This design comes from an exercise in tuning for small area on the open sky130 flow, not from production work. Function was checked by simulation only, so behaviour that the tests miss may differ from the original. Power and IR drop assume default switching activity.

==> flow/design.v <==
module UM6845R
(
  	input            CLOCK,
	input            CLKEN,
	input            nRESET,
	input            TYPE,
	input            ENABLE,
	input            nCS,
	input            R_nW,
	input            RS,
	input      [7:0] DI,
	output reg [7:0] DO,
	output reg       VSYNC,
	output reg       HSYNC,
	output           DE,
	output           hBlank,
	output           vBlank,
	output           FIELD,
	output           CURSOR,
	output    [13:0] MA,
	output     [4:0] RA
);
reg [7:0] R0_h_total;
reg [7:0] R1_h_displayed;
reg [7:0] R2_h_sync_pos;
reg [3:0] R3_v_sync_width;
reg [3:0] R3_h_sync_width;
reg [6:0] R4_v_total;
reg [4:0] R5_v_total_adj;
reg [6:0] R6_v_displayed;
reg [6:0] R7_v_sync_pos;
reg [1:0] R8_skew;
reg [1:0] R8_interlace;
reg [4:0] R9_v_max_line;
reg [1:0] R10_cursor_mode;
reg [4:0] R10_cursor_start;
reg [4:0] R11_cursor_end;
reg [5:0] R12_start_addr_h;
reg [7:0] R13_start_addr_l;
reg [5:0] R14_cursor_h;
reg [7:0] R15_cursor_l;
reg [4:0] addr;
reg  [7:0] hcc;
reg  [4:0] line;
reg  [6:0] row;
reg        in_adj;
reg        field;
reg [13:0] row_addr;
reg        hde;
reg  [3:0] hsc;
reg        vde;
reg        old_hs;
reg  [3:0] vsc;
reg  [1:0] dde;
reg        cursor_line;
wire il = R8_interlace[1] & R8_interlace[0];
assign FIELD  = ~field & il;
assign MA     = row_addr + hcc;
assign RA     = {line[4:1], line[0] | (field & il)};
assign hBlank = ~hde;
assign vBlank = ~vde;
wire de0 = hde & vde & |R6_v_displayed;
assign DE = TYPE ? de0 :
            R8_skew[1] ? (~R8_skew[0] & dde[1]) :
            (R8_skew[0] ? dde[0] : de0);
wire sel = ENABLE & ~nCS;
always @(*) begin
	DO = 8'hFF;
	if (sel) begin
		if (RS) begin
			case (addr)
				10: DO = {1'b0, R10_cursor_mode, R10_cursor_start};
				11: DO = {3'b0, R11_cursor_end};
				12: DO = TYPE ? 8'h00 : {2'b0, R12_start_addr_h};
				13: DO = TYPE ? 8'h00 : R13_start_addr_l;
				14: DO = {2'b0, R14_cursor_h};
				15: DO = R15_cursor_l;
				31: DO = {8{TYPE}};
			 default: DO = 0;
			endcase
		end
		else if (TYPE) DO = {2'b0, ~vde, 5'b0};
	end
end
wire       wr  = sel & ~R_nW;
wire       rst = ~nRESET;
wire [7:0] dr  = DI & {8{nRESET}};
wire       wd  = wr & RS;
wire [15:0] we;
genvar gi;
generate for (gi = 0; gi < 16; gi = gi + 1) begin : g_we
	assign we[gi] = rst | (wd & (addr == gi));
end endgenerate
wire       wa  = rst | (wr & ~RS);
always @(posedge CLOCK) begin
	if (wa)     addr <= dr[4:0];
	if (we[0])  R0_h_total <= dr;
	if (we[1])  R1_h_displayed <= dr;
	if (we[2])  R2_h_sync_pos <= dr;
	if (we[3])  {R3_v_sync_width,R3_h_sync_width} <= dr;
	if (we[4])  R4_v_total <= dr[6:0];
	if (we[5])  R5_v_total_adj <= dr[4:0];
	if (we[6])  R6_v_displayed <= dr[6:0];
	if (we[7])  R7_v_sync_pos <= dr[6:0];
	if (we[8])  {R8_skew, R8_interlace} <= {dr[5:4],dr[1:0]};
	if (we[9])  R9_v_max_line <= dr[4:0];
	if (we[10]) {R10_cursor_mode,R10_cursor_start} <= dr[6:0];
	if (we[11]) R11_cursor_end <= dr[4:0];
	if (we[12]) R12_start_addr_h <= dr[5:0];
	if (we[13]) R13_start_addr_l <= dr;
	if (we[14]) R14_cursor_h <= dr[5:0];
	if (we[15]) R15_cursor_l <= dr;
end
wire       hcc_last = (hcc == R0_h_total) & (TYPE | (|R0_h_total));
wire [7:0] hcc_inc  = hcc + 1'd1;
wire [7:0] hcc_next = hcc_last ? 8'h00 : hcc_inc;
wire [4:0] line_max  = {in_adj ? R5_v_total_adj[4:1] - {3'b0, ~|R5_v_total_adj[0]} : R9_v_max_line[4:1],
                        ~il & (in_adj ? ~R5_v_total_adj[0] : R9_v_max_line[0])};
wire       line_last = (line == line_max) | ~|line_max;
wire [4:0] line_inc  = line + {il, ~il};
wire [4:0] line_next = line_last ? 5'd0 : {line_inc[4:1], line_inc[0] & ~il};
wire       row_last  = (row == R4_v_total) | ~|R4_v_total;
wire [6:0] row_inc   = row + 1'd1;
wire       frame_adj = row_last & ~in_adj & (|R5_v_total_adj);
wire       row_wrap  = row_last & ~frame_adj;
wire [6:0] row_next  = row_wrap ? 7'd0 : row_inc;
wire       row_new   = hcc_last & line_last;
wire       frame_new = row_new & (row_last | in_adj) & ~frame_adj;
always @(posedge CLOCK) begin
	if (~nRESET) begin
		hcc    <= 0;
		line   <= 0;
		row    <= 0;
		in_adj <= 0;
		field  <= 0;
	end
	else if (CLKEN) begin
		hcc <= hcc_next;
		if (hcc_last) line <= line_next;
		if (row_new) begin
			if (frame_adj) in_adj <= 1;
			else if (frame_new) begin
				in_adj <= 0;
				row <= 0;
				field <= ~field & R8_interlace[0];
			end
			else row <= row_inc;
		end
	end
end
wire hd_match   = (hcc_next == R1_h_displayed);
wire reload     = frame_new |
                  (~TYPE & hcc_last & ~|R4_v_total & ~|R9_v_max_line) |
                  (TYPE & ~line_last & ~|row & ~|hcc_next);
always @(posedge CLOCK) begin
	if (~nRESET) row_addr <= 0;
	else if (CLKEN) begin
		if (reload) row_addr <= {R12_start_addr_h, R13_start_addr_l};
		else if (hd_match & line_last & (|R1_h_displayed)) row_addr <= MA + 1'd1;
	end
end
always @(posedge CLOCK) begin
	if (~nRESET) begin
		hsc   <= 0;
		hde   <= 0;
		HSYNC <= 0;
	end
	else if (CLKEN) begin
		if (hd_match) hde <= 0;
		else if (hcc_last) hde <= 1;
		if (|hsc) hsc <= hsc - 1'd1;
		else if (hcc_next == R2_h_sync_pos) begin
			if (|R3_h_sync_width) begin
				HSYNC <= 1;
				hsc <= R3_h_sync_width - 1'd1;
			end
		end
		else HSYNC <= 0;
	end
end
always @(posedge CLOCK) begin
	if (~nRESET) begin
		vsc    <= 0;
		vde    <= 0;
		VSYNC  <= 0;
		old_hs <= 0;
	end
	else if (CLKEN) begin
		if (row_new) begin
			if (row_next == R6_v_displayed) vde <= 0;
			else if (frame_new) vde <= 1;
		end
		old_hs <= HSYNC;
		if (field ? (hcc_next == {1'b0, R0_h_total[7:1]}) : hcc_last) begin
			if (|vsc) vsc <= vsc - 1'd1;
			else if (field ? (row == R7_v_sync_pos && ~|line) : (row_next == R7_v_sync_pos && line_last)) begin
				VSYNC <= 1;
				vsc <= TYPE ? 4'hF : R3_v_sync_width - 1'd1;
			end
			else VSYNC <= 0;
		end
		else if (old_hs & ~HSYNC & ~|vsc) VSYNC <= 0;
	end
end
always @(posedge CLOCK) begin
	if (~nRESET) dde <= 0;
	else if (CLKEN) dde <= {dde[0], de0};
end
assign CURSOR = hde & vde & cursor_line & (MA == {R14_cursor_h, R15_cursor_l});
always @(posedge CLOCK) begin
	if (~nRESET) cursor_line <= 0;
	else if (CLKEN) begin
		if (line == R10_cursor_start) cursor_line <= 1;
		else if (line == R11_cursor_end) cursor_line <= 0;
	end
end
endmodule
Settings: LEC_CHECK=0, ABC_AREA=1, CAP_MARGIN=0, CORE_MARGIN=2, CORE_UTILIZATION=80, PLACE_DENSITY=0.88, SLEW_MARGIN=0; clock period 8.0 ns.
standard.sh (not shown) runs the stock make flow with config.mk's settings and CLKGATE_MAP_FILE= SYNTH_SCRIPT=/design/flow/synth_recipe.tcl, a recipe that flattens the netlist after the stock synthesis.
==> flow/flow/run.sh <==
#!/bin/bash
# Layout flow: the standard ORFS flow (standard.sh) with an area-oriented
# ABC mapping script in synthesis and a lighter clock tree. Each tool's
# output goes to ORFS's own logs under orfs/logs; make's output to flow.log.
set -euo pipefail
HERE=$(pwd)
CTS="-sink_clustering_enable -repair_clock_nets -dont_use_dummy_load -sink_clustering_size 40 -sink_clustering_max_diameter 120 -buf_list {sky130_fd_sc_hd__clkbuf_2 sky130_fd_sc_hd__clkbuf_4 sky130_fd_sc_hd__clkbuf_8}"
bash standard.sh \
  SYNTH_SCRIPT=$HERE/flow/my_synth.tcl \
  "CTS_ARGS=$CTS" \
  "BUFFER_PORTS_ARGS=-buffer_cell sky130_fd_sc_hd__buf_1" \
  finish > flow.log 2>&1
==> flow/flow/abc.script <==
strash
dch -f
amap
topo
==> flow/flow/my_synth.tcl <==
set my_abc_script [file join [file dirname [file normalize [info script]]] abc.script]
proc synth {args} { yosys synth -nofsm -noshare {*}$args }
proc abc {args} {
  set i [lsearch -exact $args -script]
  if {$i >= 0} {
    set args [lreplace $args $i [expr {$i+1}] -script $::my_abc_script]
  }
  yosys abc {*}$args
}
source $::env(SCRIPTS_DIR)/synth.tcl
# left out here: clear keep_hierarchy, flatten, clean up, hide names made inside functions, write 1_2_yosys.v
Rerun with:
CORE_UTILIZATION = 65   (was 80)
PLACE_DENSITY = 0.75   (was 0.88)
Effect: The changed run passed the timing, design-rule and antenna checks; core utilization went down by 16 points; worst setup slack is better by 0.050 ns; global-route usage goes down by 13 points; non-clock buffer count increases by 4; die area is higher by 22%; power shrinks by 1.6%; first-iteration DRC count falls by 42%.
Rerun with:
--- a/flow/flow/run.sh
+++ b/flow/flow/run.sh
@@ -5,5 +5,5 @@
 set -euo pipefail
 HERE=$(pwd)
-CTS="-sink_clustering_enable -repair_clock_nets -dont_use_dummy_load -sink_clustering_size 40 -sink_clustering_max_diameter 120 -buf_list {sky130_fd_sc_hd__clkbuf_2 sky130_fd_sc_hd__clkbuf_4 sky130_fd_sc_hd__clkbuf_8}"
+CTS="-sink_clustering_enable -repair_clock_nets -dont_use_dummy_load -buf_list {sky130_fd_sc_hd__clkbuf_2 sky130_fd_sc_hd__clkbuf_4 sky130_fd_sc_hd__clkbuf_8}"
 bash standard.sh \
   SYNTH_SCRIPT=$HERE/flow/my_synth.tcl \
CAP_MARGIN = 20   (was 0)
SLEW_MARGIN = 20   (was 0)
Outcome: The changed run passed the timing, design-rule and antenna checks; register-to-register slack hardly moves; setup slack stays the same; final cell count is unchanged; non-clock buffer count is unchanged; global-route usage is unchanged; power is unchanged; area after synthesis stays the same; die area does not change; core utilization stays the same; routed wire length is unchanged; first-iteration DRC count does not change.

-- port drivers added, routing unchanged --
Ports are ideal in the flow. The routed layouts listed here were re-timed in OpenROAD. Step 1: set_driving_cell puts a clkbuf_16 on CLOCK and a buf_2 on each other input, an assumption about the parent block. Step 2 also shifts input and output timing later by t, the mid clock arrival at the registers, as if the neighbouring blocks saw the same clock. a / b / c = ideal ports / drivers / drivers and shift; a / b = the first two.
run	t (ns)	setup WS [ns]	clock arrival spread, ns	worst slew at a driven data input, ns
the first run	0.489	1.748 / 1.751 / 1.261	0.030 / 0.031	0.04
the second run	0.485	1.798 / 1.815 / 1.330	0.029 / 0.030	0.03
the third run	0.485	1.798 / 1.815 / 1.330	0.029 / 0.030	0.03
After both steps setup and hold are still met in every run listed. The setup slack of the first run, which loses most, moves by +0.003 ns with the drivers and by -0.487 ns with both steps.
